From an optimization exercise on the open Yosys and OpenROAD flow, aimed at small area and a short achievable clock period; shortcuts taken in it are not production practice. Where RTL was checked, it was by simulation tests only, not by an equivalence proof against the original. Power figures rest on the tool's default switching activity, not on a simulated workload.

==> run B: inputs <==
==> flow/design.v <==
module ysyx_23060286_shifter (
  input  [31:0] a,
  input  [4:0]  sh,
  input         left,     
  input         arith,    
  output [31:0] y
);
  wire fill = arith & a[31];
  wire [31:0] s0;   
  genvar i;
  generate for (i = 0; i < 32; i = i + 1) begin : rv
    ysyx_23060286_mux2i m (.s(left), .a0(a[i]), .a1(a[31-i]), .y(s0[i]));
  end endgenerate
  wire [31:0] s1, s2, s3, s4, s5;
  generate for (i = 0; i < 32; i = i + 1) begin : st
    ysyx_23060286_mux2i m0 (.s(sh[0]), .a0(s0[i]), .a1((i + 1  < 32) ? s0[(i + 1)  % 32] : ~fill), .y(s1[i]));
    ysyx_23060286_mux2i m1 (.s(sh[1]), .a0(s1[i]), .a1((i + 2  < 32) ? s1[(i + 2)  % 32] :  fill), .y(s2[i]));
    ysyx_23060286_mux2i m2 (.s(sh[2]), .a0(s2[i]), .a1((i + 4  < 32) ? s2[(i + 4)  % 32] : ~fill), .y(s3[i]));
    ysyx_23060286_mux2i m3 (.s(sh[3]), .a0(s3[i]), .a1((i + 8  < 32) ? s3[(i + 8)  % 32] :  fill), .y(s4[i]));
    ysyx_23060286_mux2i m4 (.s(sh[4]), .a0(s4[i]), .a1((i + 16 < 32) ? s4[(i + 16) % 32] : ~fill), .y(s5[i]));
  end endgenerate
  assign y = s5;
endmodule
module ysyx_23060286_mux2i (input s, a0, a1, output y);
  assign y = ~(s ? a1 : a0);
endmodule
module ysyx_23060286_Alumux_unused;
endmodule
module ysyx_23060286_Dnpc_unused;
endmodule
module ysyx_23060286_Idu_unused;
endmodule
module ysyx_23060286_Imm_unused;
endmodule
module ysyx_23060286_Pc_unused;
endmodule
module ysyx_23060286_cmp (
  input  [31:0] a,
  input  [31:0] b,
  output ltu,      
  output lts,      
  output eq        
);
  wire [31:0] g0 = ~a & b;
  wire [31:0] e0 = ~(a ^ b);
  wire [31:0] gp = {1'b0, g0[30:0]};
  wire [31:0] ep = {1'b1, e0[30:0]};
  wire [15:0] g1, e1;
  wire [7:0]  g2, e2;
  wire [3:0]  g3, e3;
  wire [1:0]  g4, e4;
  genvar i;
  generate
    for (i = 0; i < 16; i = i + 1) begin : l1
      assign g1[i] = gp[2*i+1] | (ep[2*i+1] & gp[2*i]);
      assign e1[i] = ep[2*i+1] & ep[2*i];
    end
    for (i = 0; i < 8; i = i + 1) begin : l2
      assign g2[i] = g1[2*i+1] | (e1[2*i+1] & g1[2*i]);
      assign e2[i] = e1[2*i+1] & e1[2*i];
    end
    for (i = 0; i < 4; i = i + 1) begin : l3
      assign g3[i] = g2[2*i+1] | (e2[2*i+1] & g2[2*i]);
      assign e3[i] = e2[2*i+1] & e2[2*i];
    end
    for (i = 0; i < 2; i = i + 1) begin : l4
      assign g4[i] = g3[2*i+1] | (e3[2*i+1] & g3[2*i]);
      assign e4[i] = e3[2*i+1] & e3[2*i];
    end
  endgenerate
  wire glo = g4[1] | (e4[1] & g4[0]);    
  wire elo = e4[1] & e4[0];              
  assign ltu = g0[31] | (e0[31] & glo);
  assign lts = (a[31] & ~b[31]) | (e0[31] & glo);
  assign eq  = e0[31] & elo;
endmodule
module ysyx_23060286_rdport (
  input  [31:1] sel,
  input  [32*31-1:0] d,       
  output [31:0] q
);
  genvar b, j;
  generate for (b = 0; b < 32; b = b + 1) begin : bt
    wire [9:0] t;
    for (j = 0; j < 10; j = j + 1) begin : grp
      ysyx_23060286_aoi222 u (.a1(sel[3*j+1]), .a2(d[(3*j)*32+b]),
                              .b1(sel[3*j+2]), .b2(d[(3*j+1)*32+b]),
                              .c1(sel[3*j+3]), .c2(d[(3*j+2)*32+b]), .y(t[j]));
    end
    wire t31;
    ysyx_23060286_nand2 u31 (.a(sel[31]), .b(d[30*32+b]), .y(t31));
    wire [2:0] o;
    ysyx_23060286_nand4 n0 (.a(t[0]), .b(t[1]), .c(t[2]), .d(t[3]), .y(o[0]));
    ysyx_23060286_nand4 n1 (.a(t[4]), .b(t[5]), .c(t[6]), .d(t[7]), .y(o[1]));
    ysyx_23060286_nand3 n2 (.a(t[8]), .b(t[9]), .c(t31), .y(o[2]));
    ysyx_23060286_or3 r (.a(o[0]), .b(o[1]), .c(o[2]), .y(q[b]));
  end endgenerate
endmodule
module ysyx_23060286_aoi222 (input a1, a2, b1, b2, c1, c2, output y);
  assign y = ~((a1 & a2) | (b1 & b2) | (c1 & c2));
endmodule
module ysyx_23060286_nand2 (input a, b, output y);
  assign y = ~(a & b);
endmodule
module ysyx_23060286_nand3 (input a, b, c, output y);
  assign y = ~(a & b & c);
endmodule
module ysyx_23060286_nand4 (input a, b, c, d, output y);
  assign y = ~(a & b & c & d);
endmodule
module ysyx_23060286_or3 (input a, b, c, output y);
  assign y = a | b | c;
endmodule
module ysyx_23060286_Resultmux_unused;
endmodule
module ysyx_23060286_Snpc_unused;
endmodule
module ysyx_23060286_Srcamux_unused;
endmodule
module ysyx_23060286_top (
  input clk,
  input rst,
  input [31:0] inst_wire,
  input [31:0] readdata_wire,
  output [31:0] npc_wire,pc_wire,snpc_wire,rs1data_wire,rs2data_wire,immext_wire,srcb_wire,aluresult_wire,dnpc_wire,result_wire,srca_wire,
  output pcsrc,alusrc,regwrite,zero,jalr,auipc,
  output [1:0] resultsrc,immsrc,
  output [3:0] memwrite,
  output [3:0] alucontrol
);
  wire [6:0] op = inst_wire[6:0];
  wire [2:0] f3 = inst_wire[14:12];
  wire f7 = inst_wire[30];
  wire is_load  = op == 7'd3;
  wire is_store = op == 7'd35;
  wire is_r     = op == 7'd51;
  wire is_br    = op == 7'd99;
  wire is_i     = op == 7'd19;
  wire is_jal   = op == 7'd111;
  wire is_jalr  = op == 7'd103;
  wire is_u     = (op == 7'd23) | (op == 7'd55);    
  wire is_other = ~(is_load | is_store | is_r | is_br | is_i | is_jal | is_jalr | is_u);
  wire jump     = is_jal | is_jalr | is_other;
  wire is_ri    = is_r | is_i;                       
  wire aluop0   = ~(is_ri | is_br | is_u);           
  assign regwrite  = ~(is_store | is_br);
  assign immsrc    = {is_br | is_jal, is_store | is_jal};
  assign alusrc    = ~(is_r | is_br);
  assign resultsrc = {jump, is_load | is_store | is_br};
  assign auipc     = is_u | is_other;
  assign jalr      = is_jalr | is_other;
  wire sub_ri  = is_ri & (f3 == 3'b000) & op[5] & f7;
  wire op_add  = aluop0 | (is_ri & (f3 == 3'b000) & ~(op[5] & f7)) | (is_u & ~op[5]);
  wire op_sub  = is_br | sub_ri;
  wire op_and  = is_ri & (f3 == 3'b111);
  wire op_or   = is_ri & (f3 == 3'b110);
  wire op_slt  = is_ri & (f3[2:1] == 2'b01);
  wire op_sll  = is_ri & (f3 == 3'b001);
  wire op_xor  = is_ri & (f3 == 3'b100);
  wire op_sra  = is_ri & (f3 == 3'b101) & f7;
  wire op_srl  = is_ri & (f3 == 3'b101) & ~f7;
  wire op_pass = is_u & op[5];
  assign alucontrol = {op_xor | op_pass, op_sra | op_slt | op_srl | op_sll,
                       op_and | op_or | op_srl | op_sll,
                       op_sub | op_or | op_slt | op_sll | op_pass};
  wire [2:0] mwhi = ~aluop0 ? 3'b000 :
                    (f3 == 3'b100) ? 3'b001 :
                    (f3 == 3'b001) ? 3'b010 :
                    (f3 == 3'b101 || f3 == 3'b000) ? 3'b011 : 3'b000;
  assign memwrite = {mwhi, is_store};
  wire [31:0] i = inst_wire;
  wire [31:0] imm_i = {{20{i[31]}}, i[31:20]};
  wire [31:0] imm_s = {{20{i[31]}}, i[31:25], i[11:7]};
  wire [31:0] imm_b = {{19{i[31]}}, i[31], i[7], i[30:25], i[11:8], 1'b0};
  wire [31:0] imm_j = {{12{i[31]}}, i[19:12], i[20], i[30:21], 1'b0};
  wire [31:0] imm_u = {i[31:12], 12'b0};
  assign immext_wire = auipc ? imm_u : is_store ? imm_s : is_br ? imm_b : is_jal ? imm_j : imm_i;
  reg [31:0] rf [1:31];
  reg [31:0] pc;
  wire [4:0] ra1 = inst_wire[19:15];
  wire [4:0] ra2 = inst_wire[24:20];
  wire [4:0] wa  = inst_wire[11:7];
  wire [31:1] sel1, sel2;
  genvar g;
  generate for (g = 1; g < 32; g = g + 1) begin : dec
    assign sel1[g] = ra1 == g;
    assign sel2[g] = ra2 == g;
  end endgenerate
  wire [32*31-1:0] rfflat;
  generate for (g = 1; g < 32; g = g + 1) begin : fl
    assign rfflat[(g-1)*32 +: 32] = rf[g];
  end endgenerate
  wire [31:0] rd1, rd2;
  ysyx_23060286_rdport RP1 (.sel(sel1), .d(rfflat), .q(rd1));
  ysyx_23060286_rdport RP2 (.sel(sel2), .d(rfflat), .q(rd2));
  assign rs1data_wire = rd1;
  assign rs2data_wire = rd2;
  integer k;
  always @(posedge clk) begin
    for (k = 1; k < 32; k = k + 1)
      if (regwrite && wa == k) rf[k] <= result_wire;
  end
  always @(posedge clk) begin
    if (rst) pc <= 32'h80000000;
    else pc <= npc_wire;
  end
  assign pc_wire = pc;
  wire [31:0] a = auipc ? pc : rd1;
  wire [31:0] b = alusrc ? immext_wire : rd2;
  assign srca_wire = a;
  assign srcb_wire = b;
  wire [31:0] sum = a + (b ^ {32{op_sub}}) + {31'd0, op_sub};
  wire ltu, lts, eq;
  ysyx_23060286_cmp CMP (.a(a), .b(b), .ltu(ltu), .lts(lts), .eq(eq));
  wire [4:0] sh = b[4:0];
  wire [31:0] shout;
  ysyx_23060286_shifter SHF (.a(rd1), .sh(sh), .left(op_sll), .arith(op_sra), .y(shout));
  wire [31:0] shout_rev;
  generate for (g = 0; g < 32; g = g + 1) begin : rv2
    assign shout_rev[g] = shout[31 - g];
  end endgenerate
  assign aluresult_wire =
      ({32{op_add | op_sub}} & sum) |
      ({32{op_and}} & (rd1 & b)) |
      ({32{op_or}}  & (rd1 | b)) |
      ({32{op_xor}} & (rd1 ^ b)) |
      ({32{op_slt}} & {31'd0, lts}) |
      ({32{op_srl | op_sra}} & shout) |
      ({32{op_sll}} & shout_rev) |
      ({32{op_pass}} & b);
  wire z_add  = (a ^ b) == {(a[30:0] | b[30:0]), 1'b0};
  wire z_sub  = eq;
  wire z_pass = b == 32'd0;
  wire z_sll  = (rd1 & (32'hffffffff >> sh)) == 32'd0;
  wire alu_z  = op_add ? z_add : op_sub ? z_sub : op_pass ? z_pass : op_sll & z_sll;
  reg zr;
  always @(*) begin
    case (f3)
      3'b000: zr = alu_z;
      3'b001: zr = ~alu_z;
      3'b100: zr = lts;
      3'b101: zr = ~lts;
      3'b110: zr = ltu;
      3'b111: zr = ~ltu;
      default: zr = 1'b0;
    endcase
  end
  assign zero = zr;
  reg brc;
  always @(*) begin
    case (f3)
      3'b000: brc = eq;
      3'b001: brc = ~eq;
      3'b100: brc = lts;
      3'b101: brc = ~lts;
      3'b110: brc = ltu;
      3'b111: brc = ~ltu;
      default: brc = 1'b0;
    endcase
  end
  assign pcsrc = (brc & is_br) | jump;
  assign dnpc_wire = (jalr ? rd1 : pc) + immext_wire;
  assign snpc_wire = pc + 32'd4;
  assign npc_wire = pcsrc ? dnpc_wire : snpc_wire;
  assign result_wire = jump ? snpc_wire : (resultsrc[0] ? readdata_wire : aluresult_wire);
endmodule
==> flow/flow/run.sh <==
#!/bin/bash
# Standard ORFS layout (the standard.sh), with the port buffers made from
# sky130_fd_sc_hd__buf_2 instead of the flow's default pick (a delay buffer).
set -euo pipefail
export BUFFER_PORTS_ARGS="-buffer_cell sky130_fd_sc_hd__buf_2"
bash standard.sh BUFFER_PORTS_ARGS="$BUFFER_PORTS_ARGS" finish > standard_flow.log 2>&1
==> flow/standard.sh <==
#!/bin/bash
# synth_recipe.tcl (not shown) runs the flow's synth.tcl, then flattens the netlist and writes it again
# the make line also repeats each setting of config.mk as NAME=value (left out here)
make -C /OpenROAD-flow-scripts/flow DESIGN_CONFIG=/design/flow/config.mk WORK_HOME=/design/flow/orfs CLKGATE_MAP_FILE= SYNTH_SCRIPT=/design/flow/synth_recipe.tcl "${@:-finish}"
==> flow/config.mk <==
export PLATFORM = sky130hd
export DESIGN_NAME = ysyx_23060286_top
export DESIGN_NICKNAME = ysyx_23060286_top
export VERILOG_FILES = /design/flow/design.v
export SDC_FILE = /design/flow/constraint.sdc
export NUM_CORES = 4
export LEC_CHECK = 0
export CAP_MARGIN = 20
export CORE_MARGIN = 2
export CORE_UTILIZATION = 35
export CTS_CLUSTER_DIAMETER = 100
export CTS_CLUSTER_SIZE = 20
export SETUP_SLACK_MARGIN = 2.6
export SLEW_MARGIN = 20
export SYNTH_HIERARCHICAL = 1
export SYNTH_MINIMUM_KEEP_SIZE = 0
==> flow/constraint.sdc <==
create_clock -name core_clock -period 14.0 [get_ports {clk}]
set_input_delay 2.8000 -clock core_clock [delete_from_list [all_inputs] [get_ports {clk}]]
set_output_delay 2.8000 -clock core_clock [all_outputs]
set_load 0.01 [all_outputs]
==> inputs of run M, as changes to run B <==
==> flow/design.v, changed modules only <==
module ysyx_23060286_Alu_unused;
endmodule
module ysyx_23060286_Pcmux_unused;
endmodule
module ysyx_23060286_top (
  input clk,
  input rst,
  input [31:0] inst_wire,
  input [31:0] readdata_wire,
  output [31:0] npc_wire,pc_wire,snpc_wire,rs1data_wire,rs2data_wire,immext_wire,srcb_wire,aluresult_wire,dnpc_wire,result_wire,srca_wire,
  output pcsrc,alusrc,regwrite,zero,jalr,auipc,
  output [1:0] resultsrc,immsrc,
  output [3:0] memwrite,
  output [3:0] alucontrol
);
  wire [6:0] op = inst_wire[6:0];
  wire [2:0] f3 = inst_wire[14:12];
  wire f7 = inst_wire[30];
  wire is_load  = op == 7'd3;
  wire is_store = op == 7'd35;
  wire is_r     = op == 7'd51;
  wire is_br    = op == 7'd99;
  wire is_i     = op == 7'd19;
  wire is_jal   = op == 7'd111;
  wire is_jalr  = op == 7'd103;
  wire is_u     = (op == 7'd23) | (op == 7'd55);    
  wire is_other = ~(is_load | is_store | is_r | is_br | is_i | is_jal | is_jalr | is_u);
  wire jump     = is_jal | is_jalr | is_other;
  wire is_ri    = is_r | is_i;                       
  wire aluop0   = ~(is_ri | is_br | is_u);           
  assign regwrite  = ~(is_store | is_br);
  assign immsrc    = {is_br | is_jal, is_store | is_jal};
  assign alusrc    = ~(is_r | is_br);
  assign resultsrc = {jump, is_load | is_store | is_br};
  assign auipc     = is_u | is_other;
  assign jalr      = is_jalr | is_other;
  wire sub_ri  = is_ri & (f3 == 3'b000) & op[5] & f7;
  wire op_add  = aluop0 | (is_ri & (f3 == 3'b000) & ~(op[5] & f7)) | (is_u & ~op[5]);
  wire op_sub  = is_br | sub_ri;
  wire op_and  = is_ri & (f3 == 3'b111);
  wire op_or   = is_ri & (f3 == 3'b110);
  wire op_slt  = is_ri & (f3[2:1] == 2'b01);
  wire op_sll  = is_ri & (f3 == 3'b001);
  wire op_xor  = is_ri & (f3 == 3'b100);
  wire op_sra  = is_ri & (f3 == 3'b101) & f7;
  wire op_srl  = is_ri & (f3 == 3'b101) & ~f7;
  wire op_pass = is_u & op[5];
  assign alucontrol = {op_xor | op_pass, op_sra | op_slt | op_srl | op_sll,
                       op_and | op_or | op_srl | op_sll,
                       op_sub | op_or | op_slt | op_sll | op_pass};
  wire [2:0] mwhi = ~aluop0 ? 3'b000 :
                    (f3 == 3'b100) ? 3'b001 :
                    (f3 == 3'b001) ? 3'b010 :
                    (f3 == 3'b101 || f3 == 3'b000) ? 3'b011 : 3'b000;
  assign memwrite = {mwhi, is_store};
  wire [31:0] i = inst_wire;
  wire [31:0] imm_i = {{20{i[31]}}, i[31:20]};
  wire [31:0] imm_s = {{20{i[31]}}, i[31:25], i[11:7]};
  wire [31:0] imm_b = {{19{i[31]}}, i[31], i[7], i[30:25], i[11:8], 1'b0};
  wire [31:0] imm_j = {{12{i[31]}}, i[19:12], i[20], i[30:21], 1'b0};
  wire [31:0] imm_u = {i[31:12], 12'b0};
  assign immext_wire = auipc ? imm_u : is_store ? imm_s : is_br ? imm_b : is_jal ? imm_j : imm_i;
  reg [31:0] rf [1:31];
  reg [31:0] pc;
  wire [4:0] ra1 = inst_wire[19:15];
  wire [4:0] ra2 = inst_wire[24:20];
  wire [4:0] wa  = inst_wire[11:7];
  wire [31:1] sel1, sel2;
  genvar g;
  generate for (g = 1; g < 32; g = g + 1) begin : dec
    assign sel1[g] = ra1 == g;
    assign sel2[g] = ra2 == g;
  end endgenerate
  wire [32*31-1:0] rfflat;
  generate for (g = 1; g < 32; g = g + 1) begin : fl
    assign rfflat[(g-1)*32 +: 32] = rf[g];
  end endgenerate
  wire [31:0] rd1, rd2;
  ysyx_23060286_rdport RP1 (.sel(sel1), .d(rfflat), .q(rd1));
  ysyx_23060286_rdport RP2 (.sel(sel2), .d(rfflat), .q(rd2));
  assign rs1data_wire = rd1;
  assign rs2data_wire = rd2;
  integer k;
  always @(posedge clk) begin
    for (k = 1; k < 32; k = k + 1)
      if (regwrite && wa == k) rf[k] <= result_wire;
  end
  always @(posedge clk) begin
    if (rst) pc <= 32'h80000000;
    else pc <= npc_wire;
  end
  assign pc_wire = pc;
  wire [31:0] a = auipc ? pc : rd1;
  wire [31:0] b = alusrc ? immext_wire : rd2;
  assign srca_wire = a;
  assign srcb_wire = b;
  wire [31:0] sum = a + (b ^ {32{op_sub}}) + {31'd0, op_sub};
  wire [32:0] cmp = {1'b0, a} + {1'b0, ~b} + 33'd1;
  wire ltu = ~cmp[32];
  wire lts = (a[31] ^ b[31]) ? a[31] : ltu;
  wire [4:0] sh = b[4:0];
  wire [31:0] a_rev;
  generate for (g = 0; g < 32; g = g + 1) begin : rv
    assign a_rev[g] = a[31 - g];
  end endgenerate
  wire [31:0] shin = op_sll ? a_rev : a;
  wire fill = op_sra & a[31];
  wire [31:0] shout = $signed({fill, shin}) >>> sh;
  wire [31:0] shout_rev;
  generate for (g = 0; g < 32; g = g + 1) begin : rv2
    assign shout_rev[g] = shout[31 - g];
  end endgenerate
  assign aluresult_wire =
      ({32{op_add | op_sub}} & sum) |
      ({32{op_and}} & (a & b)) |
      ({32{op_or}}  & (a | b)) |
      ({32{op_xor}} & (a ^ b)) |
      ({32{op_slt}} & {31'd0, lts}) |
      ({32{op_srl | op_sra}} & shout) |
      ({32{op_sll}} & shout_rev) |
      ({32{op_pass}} & b);
  wire z_add  = (a ^ b) == {(a[30:0] | b[30:0]), 1'b0};
  wire z_sub  = a == b;
  wire z_pass = b == 32'd0;
  wire z_sll  = (a & (32'hffffffff >> sh)) == 32'd0;
  wire alu_z  = op_add ? z_add : op_sub ? z_sub : op_pass ? z_pass : op_sll ? z_sll : (aluresult_wire == 32'd0);
  reg zr;
  always @(*) begin
    case (f3)
      3'b000: zr = alu_z;
      3'b001: zr = ~alu_z;
      3'b100: zr = lts;
      3'b101: zr = ~lts;
      3'b110: zr = ltu;
      3'b111: zr = ~ltu;
      default: zr = 1'b0;
    endcase
  end
  assign zero = zr;
  assign pcsrc = (zr & is_br) | jump;
  assign dnpc_wire = (jalr ? rd1 : pc) + immext_wire;
  assign snpc_wire = pc + 32'd4;
  assign npc_wire = pcsrc ? dnpc_wire : snpc_wire;
  assign result_wire = jump ? snpc_wire : (resultsrc[0] ? readdata_wire : aluresult_wire);
endmodule
// module ysyx_23060286_shifter removed
// module ysyx_23060286_mux2i removed
// module ysyx_23060286_cmp removed
==> flow/run.sh (new file) <==
#!/bin/bash
# synth_recipe.tcl (not shown) runs the flow's synth.tcl, then flattens the netlist and writes it again
# the make line also repeats each setting of config.mk as NAME=value (left out here)
make -C /OpenROAD-flow-scripts/flow DESIGN_CONFIG=/design/flow/config.mk WORK_HOME=/design/flow/orfs CLKGATE_MAP_FILE= SYNTH_SCRIPT=/design/flow/synth_recipe.tcl finish
--- a/flow/config.mk
+++ b/flow/config.mk
@@ -9,6 +9,4 @@
 export CORE_MARGIN = 2
-export CORE_UTILIZATION = 35
-export CTS_CLUSTER_DIAMETER = 100
-export CTS_CLUSTER_SIZE = 20
-export SETUP_SLACK_MARGIN = 2.6
+export CORE_UTILIZATION = 40
+export SETUP_SLACK_MARGIN = 0.3
 export SLEW_MARGIN = 20
removed: flow/flow/run.sh
removed: flow/standard.sh
==> comparison table <==
item                                                                  run B           run M
Share of power burned in combinational logic                          32.6%           37.6%
H-tree depth                                                              2               3
HPWL reported at the end of detailed placement                   194,000 µm      251,000 µm
Met1 Routed Length                                                93,900 µm      114,000 µm
Placed insts                                                          6,654           7,606
Most used cell, CP                                                  mux2i_1          buf_12
Worst relative slew slack                                             19.6%           15.9%
Power drawn by the clock network                                    1.88 mW         2.78 mW
Transition time at the pin with the least slew margin               1.21 ns         1.23 ns
ClkCell Share                                                         2.71%           4.40%
Number of buffers inserted during clock tree synthesis                   61             101
Buffer and inverter count on the worst path                               5              12
Post-route setup slack                                              2.45 ns        0.262 ns
Result of the run                                            finished clean  finished clean
Synthesized-area fraction occupied by and/or/nand/nor cells           9.34%           10.9%
Clock Pin Slew Worst Setup and Hold Paths                           0.07 ns         0.05 ns
Number of global-route vias before repair                            43,900          52,200
Pin count of the biggest net entering global routing                     44              70
Per-cell routed wire length                                         39.7 µm         41.7 µm
Power consumed by sequential cells                                  3.70 mW         3.75 mW
The RTL of run M was laid out without a check of its function.

## what the ideal ports hide
In the flow no input, the clock included, has a driving cell. The finished layouts below were timed again as built, in two steps.
Step 1 sets driving cells, clkbuf_16 on the clock port and buf_2 on the other inputs (assumed; they add their load-dependent delay and slew).
Step 2 times the ports against the registers' clock, not the clock port: input delays grow and output delays shrink by t, the midpoint of the rising clock arrivals with the driver on.
Slacks: ideal / step 1 / step 2; pairs: ideal / step 1.
| run | t, ns | setup slack, ns | latest minus earliest clock arrival (ns) | cell pins on the clock port's net |
|---|---|---|---|---|
| run B | 0.814 | 2.453 / 2.302 / 2.302 | 0.041 / 0.040 | 1 |
| run M | 0.792 | 0.262 / 0.089 / 0.089 | 0.042 / 0.042 | 1 |
After both steps setup and hold are still met in every run listed. The setup slack of run M, which loses most, moves by -0.173 ns with the drivers and by -0.173 ns with both steps.
